From an optimization exercise on the open Yosys and OpenROAD flow, aimed at small area; shortcuts taken in it are not production practice. The RTL was checked by simulation tests, not by an equivalence proof against the original design.

### design/flow/design.v
`timescale 1ns / 1ps
module RNG(
    input clk,
    input changeNum,
	 input reset,
	 input seedReset,
    output reg [31:0] randNum
    );
reg [31:0] seed;
reg isSeeded;
always @ (posedge clk) begin
    if (seedReset) begin
        seed <= 1;
    end
    else
        seed <= seed + 1;
end
always @ (posedge clk) begin
	if(reset) begin
			isSeeded <= 0;
			randNum <= 1;
	end
	else if (changeNum) begin
		if(isSeeded == 0) begin
			randNum <= seed;
			isSeeded <= 1;
		end
		else begin
			randNum <= (16_807 * randNum) % 2_147_483_647;
		end
	end
end
endmodule
`timescale 1ns / 1ps
module MapGen(
    input clk,
	input reset,
	input seedReset,
	output reg finishedGen,
    output reg [4 * 4 * 3 - 1:0] logicMap
    );
reg randSig;
wire [31:0] randNum;
reg [3 - 1:0] colorVal;
RNG rng(.clk(clk), .changeNum(~randSig), .reset(reset), .seedReset(seedReset), .randNum(randNum));
reg [4:0] curIndex;
reg [3:0] indexCount [0:7];
always @ (posedge clk) begin
	if(reset) begin
		logicMap <= 0;
		finishedGen <= 0;
		randSig <= 0;
		curIndex <= 0;
		colorVal <= 0;
		indexCount[6] <= 4'b0010;
		indexCount[1] <= 4'b0010;
		indexCount[2] <= 4'b0010;
		indexCount[3] <= 4'b0010;
		indexCount[4] <= 4'b0100;
		indexCount[5] <= 4'b0100;
		indexCount[0] <= 4'b0000;
		indexCount[7] <= 4'b0000;
	end
	else begin
		randSig <= !randSig;
		if(randSig) begin
			colorVal <= randNum % 6 + 1;
			if(indexCount[colorVal] != 0) begin
				indexCount[colorVal] <= indexCount[colorVal] - 1;
				logicMap[(curIndex * 3)+: 3] <= colorVal;
				curIndex <= curIndex + 1;
			end
			else if (curIndex > 4 * 4 - 1) begin
				finishedGen <= 1;
			end
		end
	end
end
endmodule
`timescale 1ns / 1ps
module FSM(
    input clk,
	input reset,
	output reg mapReset,
    input btnU,
    input btnD,
    input btnL,
    input btnR,
    input btnS,
    input [4 * 4 * 3 - 1:0] inputMap,
	input finishedGen,
    output reg [4 * 4 * 3 - 1:0] logicMap,
    output reg [3:0] cursor,
    output reg [7:0] selected,
	output reg [1:0] selectedCount,
	output reg [4:0] removedCards
    );	
wire [8:0] clk_dv_inc;
reg [7:0] clk_dv;
assign clk_dv_inc = clk_dv + 1;
reg clk_en;
reg clk_en_d;
reg [2:0] step_L;
reg [2:0] step_R;
reg [2:0] step_U;
reg [2:0] step_D;
reg [2:0] step_S;
reg buttonL;
reg buttonR;
reg buttonU;
reg buttonD;
reg buttonS;
always @ (posedge clk) begin
	if (reset) begin
		clk_dv   <= 0;
		clk_en   <= 1'b0;
      clk_en_d <= 1'b0;
	end
	else begin
		clk_dv   <= clk_dv_inc[7:0];
		clk_en   <= clk_dv_inc[8];
		clk_en_d <= clk_en;
	end
end   
always @ (posedge clk) begin
	if(reset) begin
		step_L <= 3'b000;
		step_R <= 3'b000;
		step_U <= 3'b000;
		step_D <= 3'b000;
		step_S <= 3'b000;
	end
   else if (clk_en) begin
      step_L[2:0]  <= {btnL, step_L[2:1]};
		step_R[2:0]  <= {btnR, step_R[2:1]};
		step_U[2:0]  <= {btnU, step_U[2:1]};
		step_D[2:0]  <= {btnD, step_D[2:1]};
		step_S[2:0]  <= {btnS, step_S[2:1]};
   end
end
always @ (posedge clk) begin
	if (reset) begin
		buttonL <= 1'b0;
		buttonR <= 1'b0;
		buttonU <= 1'b0;
		buttonD <= 1'b0;
		buttonS <= 1'b0;
	end
	else begin
        buttonL <= ~step_L[0] & step_L[1] & clk_en_d;
		buttonR <= ~step_R[0] & step_R[1] & clk_en_d;
		buttonU <= ~step_U[0] & step_U[1] & clk_en_d;
		buttonD <= ~step_D[0] & step_D[1] & clk_en_d;
		buttonS <= ~step_S[0] & step_S[1] & clk_en_d;
	end
end
reg [3:0] cur_state;
reg [3:0] next_state;
reg [31:0] revealTimer;
always @ (posedge clk) begin
	if(reset) begin
		revealTimer <= 0;
		removedCards <= 0;
		selected <= 0;
		selectedCount <= 0;
		mapReset <= 0;
		cursor <= 0;
	end
	else begin
		case(cur_state)
			0: begin  
				if(finishedGen) begin
					logicMap <= inputMap;
					removedCards <= 0;
				end
			end
			1: begin  
				if(buttonU) begin
					cursor <= ((cursor - 4) + (4 * 4)) 
						% (4 * 4);
				end
				else if(buttonD) begin
					cursor <= (cursor + 4) % (4 * 4);
				end
				else if(buttonL) begin
					cursor <= (cursor / 4) * 4 + ((cursor - 1) % 4);
				end
				else if(buttonR) begin
					cursor <= (cursor / 4) * 4 + ((cursor + 1) % 4);
				end
			end
			2: begin  
				if(logicMap[(cursor * 3)+:3] == 3'b000 || 
						(cursor == selected[3:0] && selectedCount == 1))
					begin
					end
				else begin
					selected[(selectedCount * 4)+:4] <= cursor;
					selectedCount <= selectedCount + 1;
				end
			end
			3: begin  
				if(revealTimer == 40_000) begin
					revealTimer <= 0;
				end
				else begin
					revealTimer <= revealTimer + 1;
				end
			end
			4: begin  
				if(logicMap[(selected[3:0] * 3)+:3] == 
						logicMap[(selected[7:4] * 3)+:3]) begin
					logicMap[(selected[3:0] * 3)+:3] <= 3'b000;  
					logicMap[(selected[7:4] * 3)+:3] <= 3'b000;  
					selectedCount <= 0;
					removedCards <= removedCards + 2;
				end
				else begin
					selectedCount <= 0;
				end
			end
			5: begin  
				if(revealTimer == 400_000) begin
					revealTimer <= 0;
					mapReset <= 0;
				end
				else begin
					revealTimer <= revealTimer + 1;
					mapReset <= 1;
				end
			end
		endcase
	end
end
always @ (*) begin
	next_state = cur_state;
	case(cur_state)
	0: begin
		if(finishedGen)
			next_state = 1;
	end
	1: begin
		if(buttonS)
			next_state = 2;
	end
	2: begin
		if(logicMap[(cursor * 3)+:3] == 3'b000 || 
						(cursor == selected[3:0] && selectedCount == 1))
					next_state = 1;
		else if (selectedCount  == 0)
			next_state = 1;
		else if (selectedCount == 1)
			next_state = 3;
	end
	3: begin
		if(revealTimer == 40_000) 
			next_state = 4;
		else
			next_state = 3;
	end
	4: begin
		if(logicMap[(selected[3:0] * 3)+:3] == 
						logicMap[(selected[7:4] * 3)+:3]) begin
								next_state = (removedCards == 4 * 4 - 2) ? 5 : 1;
		end
		else
			next_state = 1;
	end
	5: begin
		if(revealTimer == 400_000) 
			next_state = 0;
		else
			next_state = 5;
	end
	endcase
end
always @(posedge clk) begin
	if(reset)
		cur_state <= 0;
	else
		cur_state <= next_state;
end
endmodule
`timescale 1ns / 1ps
module vga(
	 input wire clk,
	 input wire reset,
	 input wire [3:0] cursor,
	 input wire [7:0] selected,
	 input wire [1:0] selectedCount,
	 input wire [(3*4*4)-1:0] vid_mem,
    output reg [7:0] rgb,
    output wire hsync,
    output wire vsync
    );
	reg [1:0] pixel_clk;
	wire pixel_clk_en = (pixel_clk == 2'd3);
	always @ (posedge clk) begin
		if (reset)
			pixel_clk <= 0;
		else
			pixel_clk <= pixel_clk + 1;
	end
	reg [9:0] counter_x;
	reg [9:0] counter_y;
	wire [9:0] cursor_x = (cursor % 4)*60 + (((640 - (4 * 60)) / 2)) + (60 / 3);
	wire [9:0] cursor_y = (cursor / 4)*60 + (((480 - (4 * 60)) / 2)) + (60 / 3);
	wire [9:0] card1_x = (selected[3:0] % 4)*60 + (((640 - (4 * 60)) / 2));
	wire [9:0] card1_y = (selected[3:0] / 4)*60 + (((480 - (4 * 60)) / 2));
	wire [9:0] card2_x = (selected[7:4] % 4)*60 + (((640 - (4 * 60)) / 2));
	wire [9:0] card2_y = (selected[7:4] / 4)*60 + (((480 - (4 * 60)) / 2));
	assign hsync = ~(counter_x >= (640 + 16) &&
	                 counter_x < (640 + 16 + 96));
	assign vsync = ~(counter_y >= (480 + 10) &&
	                 counter_y < (480 + 10 + 2));
	reg [9:0] current_block_index;
	reg [2:0] current_vid_mem;
	always @ (posedge clk) begin
		if (reset) begin
			current_block_index <= 0;
			current_vid_mem <= 0;
			rgb <= 8'b00000000;
		end
		else if (pixel_clk_en) begin
		if (counter_x >= (((640 - (4 * 60)) / 2)) && counter_y >= (((480 - (4 * 60)) / 2)) &&
		    counter_x < (((640 - (4 * 60)) / 2)) + (4 * 60) && counter_y < (((480 - (4 * 60)) / 2)) + (4 * 60)) begin
			current_block_index <= ((counter_x-(((640 - (4 * 60)) / 2))+2) /60) + (((counter_y-(((480 - (4 * 60)) / 2)))/60)*4);
			current_vid_mem <= vid_mem[current_block_index * 3 +:3];
			if (counter_x == (((640 - (4 * 60)) / 2)) || counter_x == (((640 - (4 * 60)) / 2)) + (4 * 60) - 1 ||
				counter_y == (((480 - (4 * 60)) / 2)) || counter_y == (((480 - (4 * 60)) / 2)) + (4 * 60) - 1 ||
				counter_x == (((640 - (4 * 60)) / 2)) + 1 || counter_x == (((640 - (4 * 60)) / 2)) + (4 * 60) - 2
 ) begin
				rgb <= 8'b11111111;
			end
			else if (counter_x >= cursor_x && counter_y >= cursor_y &&
					 counter_x < cursor_x + (60 / 3) && counter_y < cursor_y + (60 / 3)) begin
				rgb <= 8'b11111111;
			end
			else if (selectedCount == 2'b01 &&
						counter_x >= card1_x && counter_y >= card1_y &&
						counter_x < card1_x + 60 && counter_y < card1_y + 60) begin
				case (current_vid_mem[2:0])
					3'b000: rgb <= 8'b00000000;
					3'b001: rgb <= 8'b11110000;
					3'b010: rgb <= 8'b00111111;
					3'b011: rgb <= 8'b11000111;
					3'b100: rgb <= 8'b00111000;
					3'b101: rgb <= 8'b00000111;
					3'b110: rgb <= 8'b11000000;
					3'b111: rgb <= 8'b00011111;
				endcase			
			end
			else if (selectedCount == 2'b10 &&
						((counter_x >= card1_x && counter_y >= card1_y &&
						counter_x < card1_x + 60 && counter_y < card1_y + 60)
						||
						(counter_x >= card2_x && counter_y >= card2_y &&
						counter_x < card2_x + 60 && counter_y < card2_y + 60))) begin
				case (current_vid_mem[2:0])
					3'b000: rgb <= 8'b00000000;
					3'b001: rgb <= 8'b11110000;
					3'b010: rgb <= 8'b00111111;
					3'b011: rgb <= 8'b11000111;
					3'b100: rgb <= 8'b00111000;
					3'b101: rgb <= 8'b00000111;
					3'b110: rgb <= 8'b11000000;
					3'b111: rgb <= 8'b00011111;
				endcase			
			end
			else begin
				if (current_vid_mem[2:0] == 3'b000)
					rgb <= 8'b00000000;
				else
					rgb <= 8'b10100100;
			end
		end else begin
			current_block_index <= 0;
			current_vid_mem <= 0;
			rgb <= 8'b00000000;
		end
		end
	end
	always @ (posedge clk) begin
		if (reset) begin
			counter_x <= 0;
			counter_y <= 0;
		end
		else if (pixel_clk_en) begin
		if (counter_x >= 640 + 16 + 96 + 48) begin
			counter_x <= 0;
			if (counter_y >= 480 + 10 + 2 + 33) begin
				counter_y <= 0;
			end else begin
				counter_y <= counter_y + 1;
			end
		end else begin
			counter_x <= counter_x + 1;
		end
		end
	end
endmodule
`timescale 1ns / 1ps
module SevenSeg(
    input clk,
	 input reset,
	 input [4:0] removedCards,
    output reg[7:0] C,   
    output reg[3:0] AN   
    );
reg [1:0] digit;
reg [5:0] value;
reg [15:0] clock;
wire clk_en = (clock == 16'hFFFF);
always @ (posedge clk)
	if (reset)
		clock <= 0;
	else
		clock <= clock + 1;
always @ (posedge clk) begin
	if (reset) begin
		digit <= 0;
		value <= 0;
		AN <= 4'b1111;
		C <= 8'b11111111;
	end
	else if (clk_en) begin
	digit <= digit + 1;
	if (removedCards == 5'b10000) begin
			case(digit)
			0: begin
				AN <= 4'b1011;
				C <= 8'b11000000;
			end
			1: begin
				AN <= 4'b1101;
				C <= 8'b10001000;
			end
			2: begin
				AN <= 4'b1110;
				C <= 8'b11000111;
			end
			3: begin
				AN <= 4'b0111;
				C <= 8'b11000010;
			end
		endcase
	end
	else begin
		case(digit)
			0: begin
				AN <= 4'b0111;
				value <= removedCards % 10;
				case(value)
					0: C <= 8'b11000000;
					1: C <= 8'b11111001;
					2: C <= 8'b10100100;
					3: C <= 8'b10110000;
					4: C <= 8'b10011001;
					5: C <= 8'b10010010;
					6: C <= 8'b10000010;
					7: C <= 8'b11111000;
					8: C <= 8'b10000000;
					9: C <= 8'b10010000;
				endcase
			end
			1: begin
				AN <= 4'b1011;
				value <= removedCards / 10;
				case(value)
					0: C <= 8'b11000000;
					1: C <= 8'b11111001;
					2: C <= 8'b10100100;
					3: C <= 8'b10110000;
					4: C <= 8'b10011001;
					5: C <= 8'b10010010;
					6: C <= 8'b10000010;
					7: C <= 8'b11111000;
					8: C <= 8'b10000000;
					9: C <= 8'b10010000;
				endcase
			end
			2: begin
				AN <= 4'b1101;
				C <= 8'b11111111;
			end
			3: begin
				AN <= 4'b1110;
				C <= 8'b11111111;
			end
		endcase
	end
	end
end
endmodule
`timescale 1ns / 1ps
module MatchingGame(
    input clk,
    input rst,
    input btnU,
    input btnD,
    input btnL,
    input btnR,
    input btnS,
	output [7:0] rgb,
	output hsync,
	output vsync,
	output [7:0] C,   
    output [3:0] AN   
    );
wire arst_i;
reg [1:0] arst_ff;
assign arst_i = rst;
wire reset;
assign reset = arst_ff[0];
always @ (posedge clk)
	if (arst_i)
		arst_ff <= 2'b11;
	else
		arst_ff <= {1'b0, arst_ff[1]}; 
wire mapReset;
wire resetSum;
assign resetSum = mapReset | rst;
wire [4 * 4 * 3 - 1:0] inputMap;
wire [4 * 4 * 3 - 1:0] logicMap;
wire finishedGen;
wire [3:0] cursor;
wire [7:0] selected;
wire [1:0] selectedCount;
wire [4:0] removedCards;
FSM fsm(.clk(clk), .reset(reset), .mapReset(mapReset), .btnU(btnU), .btnD(btnD), .btnL(btnL), .btnR(btnR), .btnS(btnS), .inputMap(inputMap), 
	.finishedGen(finishedGen), .logicMap(logicMap), .cursor(cursor), .selected(selected), .selectedCount(selectedCount), .removedCards(removedCards));
MapGen mapgen(.clk(clk), .reset(resetSum), .seedReset(rst), .finishedGen(finishedGen), .logicMap(inputMap));
vga VGA(.clk(clk), .reset(reset), .cursor(cursor), .vid_mem(logicMap), .rgb(rgb), .hsync(hsync), .vsync(vsync), 
	.selected(selected), .selectedCount(selectedCount));
SevenSeg sevenseg(.clk(clk), .reset(reset), .removedCards(removedCards), .C(C), .AN(AN));
endmodule
### design/flow/run.sh
#!/bin/bash
# synth_recipe.tcl (not shown) runs the flow's synth.tcl, then flattens the netlist and writes it again
# the make line also repeats each setting of config.mk as NAME=value (left out here)
make -C /OpenROAD-flow-scripts/flow DESIGN_CONFIG=/design/flow/config.mk WORK_HOME=/design/flow/orfs CLKGATE_MAP_FILE= SYNTH_SCRIPT=/design/flow/synth_recipe.tcl finish
### design/flow/config.mk
export PLATFORM = sky130hd
export DESIGN_NAME = MatchingGame
export DESIGN_NICKNAME = MatchingGame
export VERILOG_FILES = /design/flow/design.v
export SDC_FILE = /design/flow/constraint.sdc
export NUM_CORES = 4
export LEC_CHECK = 0
export CAP_MARGIN = 20
export CORE_MARGIN = 2
export CORE_UTILIZATION = 40
export SLEW_MARGIN = 20
### design/flow/constraint.sdc
create_clock -name core_clock -period 50.0 [get_ports {clk}]
set_input_delay 10.0000 -clock core_clock [delete_from_list [all_inputs] [get_ports {clk}]]
set_output_delay 10.0000 -clock core_clock [all_outputs]
set_load 0.01 [all_outputs]
==> flow_metrics.py <==
metrics = {
    "sta": {
        "slew_headroom_pct": 21.2,
        "setup_viol_count_final": 0,
        "fmax_ghz": 0.0212,
        "fin_tns_setup_ps": 0,
        "maxSlewViolCount": 0,
        "finalHoldViolCount": 0,
        "post-route-period-util_pct": 94.5,
        "clock_skew_ps": 40.0,
        "post-route-min-period_ps": 47270,
        "holdWs_ps": 404,
        "worstMarginPinSlew_ps": 1180,
    },
    "yosys": {
        "synth_area_um2": 62600,
        "synth_edf_count": 80,
        "muxShareOfSynthArea_pct": 4.89,
        "ys_top_cells_by_count": "nor2_1, nand2_1, xnor2_1, a21oi_1, ha_1",
        "async_flop_share_pct": 0,
        "syn_inst": 8282,
        "synth_xor_area_share_pct": 12.6,
        "yosysMostFrequentCell": "nor2_1",
        "synth_compound_area_share_pct": 24.3,
        "synth_top_area_share_pct": 9.28,
        "yosys.area_share.simple_pct": 29.1,
        "synth_fa_ha_area_share_pct": 11.2,
        "synth_ff_type": "dfxtp_1",
        "synthTopCellsByArea": "dfxtp_1, xnor2_1, ha_1",
        "synth_area_leader_cell": "dfxtp_1",
        "ys_types": 154,
        "synth_top_family_by_area": "simple AND/OR/NAND/NOR gates",
        "ys_warn_count": 6,
        "synth.avg_cell_area_um2": 7.56,
        "synth_seq_area_share_pct": 13.1,
        "synth_seq_cells": 370,
    },
    "min_path": {
        "hp-class": "reg -> reg",
    },
    "die": {
        "die-area_um2": 160000,
        "die_w_um": 400,
        "start_util_pct": 40.2,
        "core_area_um2": 156000,
        "std_cell_rows": 145,
        "pin_count": 29,
        "fp.dieH_um": 400,
    },
    "route": {
        "viasPerCell": 6.29,
        "drc": 0,
        "drtIter0Drc": 6454,
        "ant_nets": 0,
        "routed_wirelength_mm": 216,
        "first_pass_iters": 8,
        "wire_per_inst_um": 21.1,
        "vias": 64600,
    },
    "global_routing": {
        "grt_overflow": 0,
        "antenna_found_initial": 1,
        "grt_pass1_vias": 59700,
        "grt_max_degree": 70,
        "grt_pass1_wl_mm": 337,
        "track_usage_pct": 25.7,
    },
    "clock_tree": {
        "htree_levels": 2,
        "holdBufCountCts": 0,
        "cts_tree": "built",
        "clock_sinks": 370,
        "root_buffer": "clkbuf_16",
        "clk_latency_ps": 610,
        "cts_buffers": 43,
        "path_clk_slew_ps": 60,
        "clockBufferDepth": 3,
    },
    "setup_path": {
        "crit_slowest_cell": "a2111oi_4",
        "end_kind": "flip-flop",
        "cp.arrival_ps": 47750,
        "worstPathRequired_ps": 50480,
        "worst_path_most_repeated_cell": "buf_4",
        "critPathMaxStageDelay_ps": 710,
        "path_class": "reg -> reg",
        "critPathMaxFanout": 22,
        "cpLargestDelayFamily": "simple AND/OR/NAND/NOR gates",
        "critPathBufInv": 18,
        "start_kind": "flip-flop",
    },
    "layout": {
        "n_fill_cell": 15800,
        "final_nets": 8658,
        "syn2layout_area_growth_pct": 7.11,
        "antenna-diode-count": 0,
        "fin_cells": 10300,
        "layout-drive-gt1-share_pct": 7.93,
    },
    "flow_run": {
        "maxCapViolCount": 0,
    },
    "placed_design": {
        "gp_congestion": 0.961,
        "dp.final_hpwl_mm": 170,
        "dp.cells": 10200,
        "io_buffer_count": 27,
    },
    "status": {
        "status": "complete, no violations",
    },
}
==> state kept, by name, indices dropped and copies added, names as in the netlist, 10 cells and up, named ones only <==
signal	flops
VGA.counter_x	10
VGA.counter_y	10
fsm.logicMap	48
fsm.revealTimer	32
mapgen.indexCount	32
mapgen.logicMap	48
mapgen.rng.randNum	32
mapgen.rng.seed	32
sevenseg.clock	16
==> metal layers <==
layer / track usage [%] / wire, um / up-vias
met1: 35.4 / 97300 / 31100
met4: 8.22 / 7200 / 0
met2: 42.3 / 99100 / 2368
met5: 0 / 0 / -
li1: - / - / 30700
met3: 2.13 / 12500 / 387
==> metrics by stage <==
step / util, % / setup WS (ps) / instance area (um2)
CTS: 42.6 / 796 / 66400
floorplan: - / 10410 / 62600
global placement: 41.7 / 1650 / 64900
detailed placement: 41.7 / 1050 / 65000
global route: 43.0 / -1.10 / 67000
finish: 43.0 / 2730 / 67000
==> final timing paths <==
kind | start | end | slack, ps | depth (start not counted)
worst min-delay path | arst_ff[1] | arst_ff[0] | 400 | 1
worst max-delay path | mapgen.rng.randNum[7] | flip-flop | 2730 | 135
worst max register to register | mapgen.rng.randNum[7] | flip-flop | 2730 | 135
worst min register to register | arst_ff[1] | arst_ff[0] | 400 | 1
==> cells by family (layout without fill, tap and decap cells) <==
group	Yosys count	count (layout)
buffers and inverters	719	640
AOI/OAI and AO/OA	2063	2063
xor gates and xnor gates	891	891
other	2	5
and+or+nand+nor	3510	3510
muxes	233	233
adders and majority gates	494	494
DFF	370	370
==> worst reg2reg max path, delay by kind of cell (launching register included) <==
family	cells	cell delay, ps
buffers and inverters	18	4700
flip-flops	1	620
XOR/XNOR	11	2770
AND/OR/NAND/NOR	50	18520
AO/OA/AOI/OAI	49	18310
adder cells (fa/ha/maj)	2	530
multiplexers	5	1720
==> layout by cell type (no fill, tap or decap), types with 59 or more instances in the layout <==
| master | synthesis | layout |
|---|---|---|
| nor2b_1 | 77 | 76 |
| a31oi_1 | 105 | 105 |
| buf_4 | 32 | 182 |
| edfxtp_1 | 80 | 80 |
| o31ai_1 | 61 | 60 |
| a21o_1 | 70 | 69 |
| nand4_1 | 154 | 154 |
| ha_1 | 365 | 365 |
| and2_1 | 136 | 136 |
| a21oi_1 | 394 | 393 |
| and3_1 | 129 | 128 |
| nor3_1 | 323 | 317 |
| nand2_1 | 714 | 713 |
| nor4_1 | 131 | 128 |
| or2_2 | 60 | 59 |
| a211oi_1 | 124 | 124 |
| inv_1 | 342 | 341 |
| or3_1 | 112 | 112 |
| nand2b_1 | 87 | 86 |
| mux2i_1 | 140 | 139 |
| xnor2_1 | 594 | 585 |
| fa_1 | 114 | 114 |
| xor2_1 | 290 | 287 |
| o21ai_0 | 269 | 268 |
| dfxtp_1 | 290 | 286 |
| nor2_1 | 898 | 894 |
| o2111ai_1 | 61 | 61 |
| nand3_1 | 322 | 322 |
==> cell type report <==
class | instances | area, um2 | share of cell area (%)
flip-flops and latches | 370 | 8220 | 12.3
repair buffers | 212 | 1680 | 2.50
clock inverters | 27 | 307 | 0.457
inverters | 349 | 1310 | 1.96
clock buffers | 52 | 1160 | 1.73
multi-input cells | 7196 | 51800 | 77.3
well taps | 2058 | 2570 | 3.84
==> timing repair <==
item | CTS | global route
setup endpoints to repair | 0 | 4
resized for setup | 0 | 48
buffers inserted | 0 | 33

[separate check: timing with driven ports]
In the flow no input, the clock included, has a driving cell. The finished layout below was timed again as built, in two steps. Step 1 sets driving cells, clkbuf_16 on the clock port and buf_2 on the other inputs (assumed; they add their load-dependent delay and slew). Step 2 adds t to the input delays and takes it off the output delays; t is the mean of the earliest and latest rising clock arrival at the registers after step 1. Input paths then give back, and output paths get back, about the clock's delay inside the block. Slacks: ideal ports / drivers / drivers and shift; pairs: ideal ports / drivers.
t (ns): 0.648
slack for setup (ns): 2.735 / 2.735 / 2.735
hold slack, ns: 0.404 / 0.404 / 0.404
worst setup path at the end: register to register
slew at the worst register clock pin (ns): 0.07 / 0.07
After both steps this run still meets setup and hold. The setup slack of this run moves by 0.000 ns with the drivers and by 0.000 ns with both steps.
